Context: an optimization exercise on an open-source flow, tuned for small area, a short achievable clock period and few clock cycles. The choices shown serve that exercise and are no tape-out recipe. The RTL was checked by simulation tests, not by an equivalence proof against the original design. Power and IR drop assume default switching activity.

## booth_mul64
module booth_mul64(clk, reset_n, multiplier, multiplicand, op_start, op_clear, op_done, result);
==> flow/config.mk <==
export PLATFORM = sky130hd
export DESIGN_NAME = booth_mul64
export DESIGN_NICKNAME = booth_mul64
export VERILOG_FILES = /design/flow/design.v
export SDC_FILE = /design/flow/constraint.sdc
export NUM_CORES = 4
export LEC_CHECK = 0
export ABC_AREA = 1
export CAP_MARGIN = 20
export CORE_MARGIN = 2
export CORE_UTILIZATION = 40
export SETUP_SLACK_MARGIN = 4.0
export SLEW_MARGIN = 20
==> flow/constraint.sdc <==
create_clock -name core_clock -period 7.0 [get_ports {clk}]
set_input_delay 1.4000 -clock core_clock [delete_from_list [all_inputs] [get_ports {clk}]]
set_output_delay 1.4000 -clock core_clock [all_outputs]
set_load 0.01 [all_outputs]
standard.sh (not shown) runs the stock make flow with config.mk's settings and CLKGATE_MAP_FILE= SYNTH_SCRIPT=/design/flow/synth_recipe.tcl, a recipe that flattens the netlist after the stock synthesis.
==> flow/flow/run.sh <==
#!/bin/bash
# Layout flow: the standard flow, with the port buffers made of the
# smallest plain buffer instead of the default delay buffer, and a clock tree
# of fewer buffers without dummy loads.
set -o pipefail
export BUFFER_PORTS_ARGS="-buffer_cell sky130_fd_sc_hd__buf_1"
export CTS_ARGS="-sink_clustering_enable -repair_clock_nets -dont_use_dummy_load -buf_list sky130_fd_sc_hd__clkbuf_16 -sink_clustering_size 22 -sink_clustering_max_diameter 110"
bash standard.sh > standard.log 2>&1
Testbench counts at the start, summed over its fixed seeds: cycles 6,144.
Then changed:
CORE_UTILIZATION = 55   (was 40)
Outcome: Wire length shrinks by 4.0%. Utilization climbs by 16 points. Design area fell by 1.4%.


## build 42
Starting RTL as in the previous note.
## booth_mul64
module booth_mul64(clk, reset_n, multiplier, multiplicand, op_start, op_clear, op_done, result);
==> flow/config.mk <==
export PLATFORM = sky130hd
export DESIGN_NAME = booth_mul64
export DESIGN_NICKNAME = booth_mul64
export VERILOG_FILES = /design/flow/design.v
export SDC_FILE = /design/flow/constraint.sdc
export NUM_CORES = 4
export LEC_CHECK = 0
export CAP_MARGIN = 20
export CORE_MARGIN = 2
export CORE_UTILIZATION = 40
export SETUP_SLACK_MARGIN = 4.0
export SLEW_MARGIN = 20
==> flow/constraint.sdc <==
create_clock -name core_clock -period 7.0 [get_ports {clk}]
set_input_delay 1.4000 -clock core_clock [delete_from_list [all_inputs] [get_ports {clk}]]
set_output_delay 1.4000 -clock core_clock [all_outputs]
set_load 0.01 [all_outputs]
==> flow/flow/run.sh <==
#!/bin/bash
# Layout flow: the standard flow, with the port buffers made of the
# smallest plain buffer instead of the default delay buffer, and no dummy
# loads in the clock tree.
set -o pipefail
export BUFFER_PORTS_ARGS="-buffer_cell sky130_fd_sc_hd__buf_1"
export CTS_ARGS="-sink_clustering_enable -repair_clock_nets -dont_use_dummy_load"
bash standard.sh > standard.log 2>&1
Testbench counts of build 42, summed over its fixed seeds: cycles 6,144.
--- input diff build 42..build 34 ---
- swapping 40 for 65 in CORE_UTILIZATION
- putting ABC_AREA at 1 where nothing was set
==> flow/flow/run.sh <==
#!/bin/bash
# Layout flow: the standard flow, with the port buffers made of the
# smallest plain buffer instead of the default delay buffer, and a clock tree
# of fewer buffers without dummy loads.
set -o pipefail
export BUFFER_PORTS_ARGS="-buffer_cell sky130_fd_sc_hd__buf_1"
export CTS_ARGS="-sink_clustering_enable -repair_clock_nets -dont_use_dummy_load -buf_list sky130_fd_sc_hd__clkbuf_16 -sink_clustering_size 22 -sink_clustering_max_diameter 110"
bash standard.sh > standard.log 2>&1
- Diff build 34 and build 42: cell depth of the worst flop-to-flop path higher in build 34
- Build 34: proportion of power drawn by combinational gates 3.8 points above build 42
- Build 34 reports a lower number of buffers added by the clock tree synthesis step than build 42 does.
- Build 34: critical path depth is 2 higher than what build 42 reported.
- Re compound-gate portion of the synthesized area: build 42 was higher than build 34.
- In the flow results for build 34 and build 42, the non-clock buffer count is larger on build 42.
- When build 34 is measured against build 42, its count of inverters not on the clock network in the layout turns out 254 higher.
- Against build 42, build 34 comes in 1 lower on total number of H-tree levels.
- Re average size of a mapped cell: build 34 is 16% down on build 42.
- Per-cell via count in the routed design (build 34 vs. build 42) increases by a little under 10%
- Clock tree skew after final layout on build 34 is behind build 42.
The following lists how build 92 was set up differently from build 34:
- CORE_UTILIZATION: 65 -> 40
- SETUP_SLACK_MARGIN: 4.0 -> 3.9
==> comparison <==
On post-layout minimum cycle time, build 34 beats build 92. Route | build 92 vs build 34 | wire longer in build 92. Looking at beginning of the critical path, the bone0[3]$_DFF_P_ result is from build 92; the bone0[0]$_DFF_P_ one comes from build 34. Build 34 -> build 92: post-synthesis sequential area ratio flat. The total track usage of build 92 is lower than that of build 34.
Input-level comparison between build 67 and build 92:
- ABC_AREA no longer set, was 1
- SETUP_SLACK_MARGIN now 4.0, was 3.9
--- a/flow/flow/run.sh
+++ b/flow/flow/run.sh
@@ -3,2 +3,3 @@
-# smallest plain buffer instead of the default delay buffer, and a clock tree
-# of fewer buffers without dummy loads.
+# smallest plain buffer instead of the default delay buffer, a clock tree of
+# fewer buffers without dummy loads, and no four-high transistor stacks
+# (slow under load) among the cells the mapper and resizer may pick.
@@ -7,0 +9 @@
+export DONT_USE_CELLS="sky130_fd_sc_hd__a2111o_1 sky130_fd_sc_hd__a2111o_2 sky130_fd_sc_hd__a2111o_4 sky130_fd_sc_hd__a2111oi_0 sky130_fd_sc_hd__a2111oi_1 sky130_fd_sc_hd__a2111oi_2 sky130_fd_sc_hd__a2111oi_4 sky130_fd_sc_hd__a41o_1 sky130_fd_sc_hd__a41o_2 sky130_fd_sc_hd__a41o_4 sky130_fd_sc_hd__a41oi_1 sky130_fd_sc_hd__a41oi_2 sky130_fd_sc_hd__a41oi_4 sky130_fd_sc_hd__nor4_1 sky130_fd_sc_hd__nor4_2 sky130_fd_sc_hd__nor4_4 sky130_fd_sc_hd__nor4b_1 sky130_fd_sc_hd__nor4b_2 sky130_fd_sc_hd__nor4b_4 sky130_fd_sc_hd__nor4bb_1 sky130_fd_sc_hd__nor4bb_2 sky130_fd_sc_hd__nor4bb_4 sky130_fd_sc_hd__o2111a_1 sky130_fd_sc_hd__o2111a_2 sky130_fd_sc_hd__o2111a_4 sky130_fd_sc_hd__o2111ai_1 sky130_fd_sc_hd__o2111ai_2 sky130_fd_sc_hd__o2111ai_4 sky130_fd_sc_hd__o41a_1 sky130_fd_sc_hd__o41a_2 sky130_fd_sc_hd__o41a_4 sky130_fd_sc_hd__o41ai_1 sky130_fd_sc_hd__o41ai_2 sky130_fd_sc_hd__o41ai_4 sky130_fd_sc_hd__or4_1 sky130_fd_sc_hd__or4_2 sky130_fd_sc_hd__or4_4 sky130_fd_sc_hd__or4b_1 sky130_fd_sc_hd__or4b_2 sky130_fd_sc_hd__or4b_4 sky130_fd_sc_hd__or4bb_1 sky130_fd_sc_hd__or4bb_2 sky130_fd_sc_hd__or4bb_4 "
### Flow results
Per the comparison of build 67 with build 92, final worst setup slack lost 18 ps; total die area lost about 3%.
Comparing build 92 and build 67, detailed-routing iteration count for the pre-antenna-repair pass is higher on build 67.
Re final HPWL from detailed placement: build 67 is 8.9% down on build 92.
Relative to build 92, maximum vdd drop decreased by 7.2% in build 67.
Taking build 92 as the reference, in build 67 clock latency reported for the late side of the worst-skew pair essentially unchanged; net count of the mapped netlist now smaller; total routing resource utilization after global routing moved down.
[compare] base=build 92 new=build 67: clock period minus final worst setup slack now larger, power went up by about 1.5%, simple-gate portion of the synthesized area decreased by 6.3 points relative to the old numbers.
Uppermost layer routed: met5 -> build 67, met4 -> build 92

## afterwards: timing with drivers on the ports
Ports are ideal in the flow. The routed layouts listed here were re-timed in OpenROAD. Step 1 sets driving cells, clkbuf_16 on the clock port and buf_2 on the other inputs (assumed; they add their load-dependent delay and slew). Step 2 times the ports against the registers' clock, not the clock port: input delays grow and output delays shrink by t, the midpoint of the rising clock arrivals with the driver on. Three values: ideal ports, drivers, drivers and shift; two values: the first two.
run	shift t [ns]	setup WS [ns]	pins driven straight from the clock port
the first run of note 1	0.595	4.050 / 4.050 / 4.023	1
the second run of note 1	0.593	4.068 / 4.068 / 4.068	1
build 42	0.606	3.991 / 3.991 / 3.788	1
build 34	0.584	4.044 / 4.044 / 4.044	1
build 92	0.596	3.982 / 3.982 / 3.982	1
build 67	0.583	3.964 / 3.964 / 3.838	1
After both steps setup and hold are still met in every run listed. The setup slack of build 42, which loses most, moves by 0.000 ns with the drivers and by -0.203 ns with both steps.
